Source: an optimization exercise on an open RTL-to-GDS flow (aim: a short achievable clock period and few clock cycles). Production flows keep margins and buffers that such runs may drop. Function was checked by simulation only, so behaviour that the tests miss may differ from the original.

--- flow/design.v ---
module alu(a, b, aluop, c, compare);
   input  signed [31:0] a, b;
   input  signed [4:0]  aluop;
   output signed [31:0] c;
   output               compare;
   reg signed [31:0]    c;
   integer              i;
   always @( a or b or aluop ) begin
      case ( aluop )
        5'b00000:  c = b;                         
        5'b00010:  c = a + b;                     
        5'b00001: c = a + b;                     
        5'b00100:  c = a - b;                     
        5'b00011: c = a - b;                     
        5'b00101:  c = a & b;                     
        5'b00110:   c = a | b;                     
        5'b01000:  c = a ^ b;                     
        5'b00111:  c = ~(a | b);                  
        5'b10001:  c = (b << a[4:0]);             
        5'b10010:  c = (b >> a[4:0]);             
        5'b01001:  c = (a < b) ? 32'd1 : 32'd0;   
        5'b01010: c = ({1'b0, a} < {1'b0, b}) ? 32'd1 : 32'd0;  
        5'b01011:  c = (a == b) ? 32'd1 : 32'd0;  
        5'b01100:  c = (a != b) ? 32'd1 : 32'd0;  
        5'b01101:  c = (a >  0) ? 32'd1 : 32'd0;  
        5'b01110:  c = (a >= 0) ? 32'd1 : 32'd0;  
        5'b01111:  c = (a <  0) ? 32'd1 : 32'd0;  
        5'b10000:  c = (a <= 0) ? 32'd1 : 32'd0;  
        5'b10011:  c = b >>> a[4:0];              
        default:   c = 32'd0;                       
      endcase
   end  
   assign compare = c[0];
endmodule
module regfile( clk, rst, ra, rb, rw, busa, busb, busw, regwr);
   input         clk;
   input         rst;
   input [4:0]   ra, rb, rw;
   input [31:0]  busw;
   output [31:0] busa, busb;
   input         regwr;
   reg [31:0]    rf[31:0];
   integer       i;
   always @(posedge clk) begin
      if (rst) begin
         for (i=0; i<32; i=i+1)
           rf[i] = 0;
      end else if (regwr) begin
         if (rw!=0)
           rf[rw] <= busw;
      end
   end  
   assign busa = (ra == 0) ? 32'd0 : rf[ra];
   assign busb = (rb == 0) ? 32'd0 : rf[rb];
endmodule
module mips( clk, rst, imem_addr, imem_dout, dmem_addr, dmem_din, dmem_be, dmem_wren, dmem_dout );
   input   clk;
   input   rst;
   output [31:0] imem_addr;
   input [31:0]  imem_dout;
   output [31:0] dmem_addr;
   output [31:0] dmem_din;
   output [3:0]  dmem_be;
   output        dmem_wren;
   input [31:0]  dmem_dout;
   wire [5:0]    opcode;
   wire [5:0]    func;
   wire [4:0]    rs;
   wire [4:0]    rt;
   wire [4:0]    rd;
   wire [15:0]   imm16;
   wire [25:0]   imm26;
   reg [31:0]    imm32;
   wire [4:0]    rw;
   wire [31:0]   busw;
   wire [31:0]   busa, busb;
   reg           regwr;
   wire [31:0]   alu_b;
   reg [4:0]     aluctr;
   wire [31:0]   aluout;
   wire          compare;
   regfile U_RF (
                 .clk(clk), .rst(rst), .rw(rw), .ra(rs), .rb(rt),
                 .busa(busa), .busb(busb), .busw(busw), .regwr(regwr)
                 );
   alu U_ALU (
              .a(busa), .b(alu_b), .c(aluout), .aluop(aluctr), .compare(compare)
              );
   reg [31:0]    pc;
   reg           regdst;
   reg [1:0]     extop;
   reg           alusrc;
   reg           memwr;
   reg           memtoreg;
   assign opcode = imem_dout[31:26];
   assign func = imem_dout[5:0];
   assign rs = imem_dout[25:21];
   assign rt = imem_dout[20:16];
   assign rd = imem_dout[15:11];
   assign imm16 = imem_dout[15:0];
   assign imm26 = imem_dout[25:0];
   assign dmem_addr = aluout;
   assign dmem_din = busb;
   assign imem_addr = pc;
   assign dmem_wren = memwr;
   assign dmem_be = 4'b1111;
   always @(posedge clk) begin
      if (rst)
        pc<=32'b0;
      else begin
         pc<=pc+4;
         if ((opcode==6'b000100)&&(compare==1'b1))
           pc<=pc+4+(imm32 << 2);
         if (opcode==6'b000010)
           pc<={pc[31:28],imm26,2'b00};
      end
   end  
   always @(*) begin
      imm32 <= {{16{imm16[15]}}, imm16};
      if (opcode==6'b001101)
        imm32 <= {{16{1'b0}}, imm16};
   end
   assign alu_b = alusrc ? imm32:busb;
   assign rw = regdst ? rd: rt;
   assign busw = memtoreg ? dmem_dout:aluout;
   always @(*) begin
      {regwr, regdst, extop, alusrc, aluctr, memwr, memtoreg}={1'b0, 1'b0, 2'b01, 1'b0, 5'b00001, 1'b0, 1'b0};
      case(opcode)
        6'b000000: begin
           case (func)
             6'b100001: {regwr, regdst, extop, alusrc, aluctr, memwr, memtoreg}={1'b1, 1'b1, 2'b01, 1'b0, 5'b00001, 1'b0, 1'b0};
             6'b100011: {regwr, regdst, extop, alusrc, aluctr, memwr, memtoreg}={1'b1, 1'b1, 2'b01, 1'b0, 5'b00011, 1'b0, 1'b0};
           endcase
        end
        6'b001101: {regwr, regdst, extop, alusrc, aluctr, memwr, memtoreg}={1'b1, 1'b0, 2'b01, 1'b1, 5'b00110, 1'b0, 1'b0};
        6'b100011:  {regwr, regdst, extop, alusrc, aluctr, memwr, memtoreg}={1'b1, 1'b0, 2'b01, 1'b1, 5'b00010, 1'b0, 1'b1};
        6'b101011:  {regwr, regdst, extop, alusrc, aluctr, memwr, memtoreg}={1'b0, 1'b0, 2'b01, 1'b1, 5'b00010, 1'b1, 1'b0};
        6'b000100: {regwr, regdst, extop, alusrc, aluctr, memwr, memtoreg}={1'b0, 1'b0, 2'b01, 1'b0, 5'b01011, 1'b0, 1'b0};
        6'b000010:   {regwr, regdst, extop, alusrc, aluctr, memwr, memtoreg}={1'b0, 1'b0, 2'b01, 1'b0, 5'b00001, 1'b0, 1'b0};
      endcase
   end  
endmodule
--- flow/run.sh ---
#!/bin/bash
# synth_recipe.tcl (not shown) runs the flow's synth.tcl, then flattens the netlist and writes it again
# the make line also repeats each setting of config.mk as NAME=value (left out here)
make -C /OpenROAD-flow-scripts/flow DESIGN_CONFIG=/design/flow/config.mk WORK_HOME=/design/flow/orfs CLKGATE_MAP_FILE= SYNTH_SCRIPT=/design/flow/synth_recipe.tcl finish
--- flow/config.mk ---
export PLATFORM = sky130hd
export DESIGN_NAME = mips
export DESIGN_NICKNAME = mips
export VERILOG_FILES = /design/flow/design.v
export SDC_FILE = /design/flow/constraint.sdc
export NUM_CORES = 4
export LEC_CHECK = 0
export CAP_MARGIN = 20
export CORE_MARGIN = 2
export CORE_UTILIZATION = 40
export PLACE_DENSITY = 0.6
export SLEW_MARGIN = 20
--- flow/constraint.sdc ---
create_clock -name core_clock -period 12.0 [get_ports {clk}]
set_input_delay 2.4000 -clock core_clock [delete_from_list [all_inputs] [get_ports {clk}]]
set_output_delay 2.4000 -clock core_clock [all_outputs]
set_load 0.01 [all_outputs]
==> run summary <==
[power groups by stage]
stage | combinational (uW) | clock, uW | sequential [uW]
2_1_floorplan | 1440 | 0 | 4270
3_3_place_gp | 2420 | 0 | 4290
3_5_place_dp | 2450 | 0 | 4300
4_1_cts | 2460 | 3470 | 4220
5_1_grt | 2710 | 3600 | 4230
6_report | 2590 | 3450 | 4220
[cell families after synthesis]
logic type,Yosys count
AOI/OAI and AO/OA,857
muxes,747
and+or+nand+nor,1488
DFF,1054
adders and majority gates,132
xor gates and xnor gates,54
other,2
buffers and inverters,641
[registers in the layout, summed over array words and instances (netlist names)]
register,flops
U_RF.rf,1024
pc,30
[synth_stat cells, types with 45 or more instances]
cell      number  share of area
nand2_1      177          0.011
mux2i_1      222          0.036
o221ai_1      86          0.012
o21ai_0       97         0.0078
o22ai_1       71         0.0072
nor3_1       107         0.0086
nor2_1       941          0.057
a211oi_1     181          0.022
mux2_2        46         0.0084
mux4_2       479           0.17
buf_2         70         0.0057
clkbuf_1     372          0.023
ha_1         129          0.026
inv_1        142         0.0086
or3_1         45         0.0045
buf_1         47         0.0028
nand3_1       51         0.0041
a21oi_1      142          0.011
edfxtp_1    1024           0.50
[worst max-delay path: cells and delay by family]
kind	cells	cell delay, ns
compound gates	11	3.66
fa+ha+maj	1	0.31
buf+inv	5	1.61
simple gates	3	0.81
[worst min path at each step]
stage          endpoint  slack, ns  cells after the start
2_1_floorplan    pc[31]       0.59                      2
5_1_grt          pc[31]       0.63                      2
3_5_place_dp     pc[31]       0.59                      2
3_3_place_gp     pc[31]       0.58                      2
4_1_cts          pc[31]       0.61                      2
6_report         pc[31]       0.61                      2
[layout by cell type, fill, tap and decap left out, drive strengths merged, types with 100 or more instances in the layout]
master / count
o21ai: 100
inv: 147
a211oi: 181
nor3: 107
ha: 129
edfxtp: 1024
clkdlybuf4s50: 150
buf: 217
nand2: 177
mux4: 479
clkbuf: 140
a21oi: 142
nor2: 945
mux2i: 222
[metrics by stage]
| step | utilization | instance area [um2] | cells | setup WS, ns |
|---|---|---|---|---|
| floorplan | - | 62100 | 5011 | 1.88 |
| global placement | 0.432 | 66600 | 6914 | 0.714 |
| detailed placement | 0.433 | 66700 | 6918 | 0.657 |
| CTS | 0.456 | 70200 | 7128 | 0.627 |
| global route | 0.458 | 70500 | 7140 | 0.315 |
| finish | 0.458 | 70500 | 7141 | 0.667 |
[routing by layer]
| layer | up-vias | global-route usage |
|---|---|---|
| li1 | 19200 | - |
| met1 | 23600 | 0.379 |
| met2 | 2837 | 0.470 |
| met3 | 528 | 0.0595 |
| met4 | 4 | 0.116 |
| met5 | - | 0 |
[area by class of cell]
class / instances / area share
Antenna cell: 2 / 0.0000710
Clock buffer: 137 / 0.0411
Clock inverter: 73 / 0.00926
Inverter: 145 / 0.00772
Multi-Input combinational cell: 3316 / 0.409
Sequential cell: 1054 / 0.445
Tap cell: 2044 / 0.0363
Timing Repair Buffer: 370 / 0.0520
==> results.sh <==
export IMPL_regArea_um2=31400
export IMPL_cp_slowest_cell="a2111oi_0"
export IMPL_pwr_share_clk=0.336
export IMPL_avgRoutedWirePerCell_um=32.4
export IMPL_clkSinkCount=1054
export IMPL_synth_xor_area_frac=0.00763
export IMPL_nNetsFinal=5196
export IMPL_synthMuxAreaShare=0.218
export IMPL_clk_pin_slew_ns=0.06
export IMPL_start_util=0.402
export IMPL_postCtsSetupBuffers=0
export IMPL_critPathMostFrequentCell="o21ai_0"
export IMPL_antenna_found_initial=10
export IMPL_grt_pass1_wl_mm=329
export IMPL_slew_headroom=0.256
export IMPL_dr_wl_met2_mm=109
export IMPL_max_freq_mhz=88.2
export IMPL_final_hold_viol_count=0
export IMPL_synthSimpleGateAreaFrac=0.103
export IMPL_layout_drive_gt1_share=0.205
export IMPL_ir_drop_mv=0.132
export IMPL_comb_power_share=0.253
export IMPL_met1Wirelength_mm=87.3
export IMPL_clkLatencyLatePin_ns=0.75
export IMPL_cts_tree="done"
export IMPL_hp_start="pc[31]"
export IMPL_cts_max_level=3
export IMPL_finalWirelength_mm=231
export IMPL_overflow=0
export IMPL_ios=167
export IMPL_drtPass1Iterations=6
export IMPL_ff2ff_path_depth=17
export IMPL_reg2reg_from="U_RF.rf[15][1]"
export IMPL_gp_congestion=0.923
export IMPL_dp_hpwl_mm=145
export IMPL_cp_arrival_ns=8.93
export IMPL_post_cts_resize_count=0
export IMPL_ys_types=79
export IMPL_synth_seq_cells=1054
export IMPL_swShare=0.319
export IMPL_critical_path_class="input port to output pin"
export IMPL_routed_wl_met3_mm=24.7
export IMPL_portBuffers=160
export IMPL_grt_max_degree=99
export IMPL_synth_adder_area_share=0.0270
export IMPL_crit_chain="buf_8 -> or2_2 -> buf_12 -> o221ai_1 -> o22ai_1 -> nor3_1 -> o21ai_0 -> buf_4 -> o21a_1 -> ha_1 -> nor2b_1 -> o31ai_1 -> a21o_1 -> o21ai_1 -> o2111ai_1 -> a2111oi_0 -> o21ai_0 -> a31oi_4 -> inv_1 -> clkdlybuf4s50_1"
export IMPL_finalSetupViolations=0
export IMPL_slew_viol_final=0
export IMPL_maxCapViolCount=0
export IMPL_status="finished clean"
export IMPL_cts_root_buf="clkbuf_16"
export IMPL_intPower_uw=7000
export IMPL_dieArea_um2=158000
export IMPL_r2r_end="U_RF.rf[9][29]"
export IMPL_endpoint="dmem_addr[29]"
export IMPL_synth_area_um2=62000
export IMPL_cts_buffers=111
export IMPL_finClkSkew_ns=0.0339
export IMPL_synthArstFlopShare=0
export IMPL_ys_flop_type="edfxtp_1"
export IMPL_worstPathRequired_ns=9.60
export IMPL_grt_pass1_vias=45600
export IMPL_synth_edf_count=1024
export IMPL_leakage_uw=0.0253
export IMPL_synth_top_family_by_area="multiplexers"
export IMPL_start_kind="input port"
export IMPL_fillers=13800
export IMPL_ys_seq_area_frac=0.506
export IMPL_finalCritPeriodShare=0.944
export IMPL_crit_fanout=69
export IMPL_p_switching_uw=3270
export IMPL_yosysWarnings=3
export IMPL_drtIter0Drc=5848
export IMPL_tightest_slew_ns=1.09
export IMPL_via_per_inst=6.47
export IMPL_via_count=46200
export IMPL_rows=144
export IMPL_multi_input_area_um2=28800
export IMPL_holdWs_ns=0.612
export IMPL_drc=0
export IMPL_ant_nets=0
export IMPL_setup_tns_ns=0
export IMPL_hold_path_class="flop to flop"
export IMPL_cp_startpoint="imem_dout[17]"
export IMPL_rrSetupSlack_ns=5.54
export IMPL_seq_power_share=0.411
export IMPL_synth_compound_area_frac=0.0975
export IMPL_die_w_um=398
export IMPL_die_h_um=398
export IMPL_track_usage=0.289
export IMPL_power_uw=10300
export IMPL_syn_area_per_cell_um2=12.5
export IMPL_core_um2=154000
export IMPL_cp_slowest_stage_delay_ns=0.78
export IMPL_areaGrowthSynthToFinish_pct=13.8
export IMPL_grt_setup_unrepaired="no"
export IMPL_powerDensity_nw_per_um2=146
export IMPL_highest_layer="met5"
export IMPL_ctsHoldBuffers=0
export IMPL_end_kind="output pin"
export IMPL_min_period_ns=11.33
export IMPL_clk_path_buf_depth=3
export IMPL_synthCells=4975
Testbench counts, summed over its fixed seeds: cycles 77,331.

## port drivers added, routing unchanged
Ports are ideal in the flow. The routed layout listed here was re-timed in OpenROAD.
Step 1 sets driving cells, clkbuf_16 on the clock port and buf_2 on the other inputs (assumed; they add their load-dependent delay and slew).
Step 2 adds t to the input delays and takes it off the output delays; t is the mean of the earliest and latest rising clock arrival at the registers after step 1. Input paths then give back, and output paths get back, about the clock's delay inside the block.
a / b / c = no drivers / after step 1 / after step 2; a / b = the first two.
t (ns): 0.818
slack for setup (ns): 0.667 / 0.590 / 0.590
hold slack, ns: 0.612 / 0.612 / 0.612
worst setup path after step 2: input to output
worst register clock-pin slew, ns: 0.07 / 0.07
After both steps setup and hold are still met in this run. For this run, drivers alone change the setup slack by -0.077 ns; drivers and shift together by -0.077 ns.
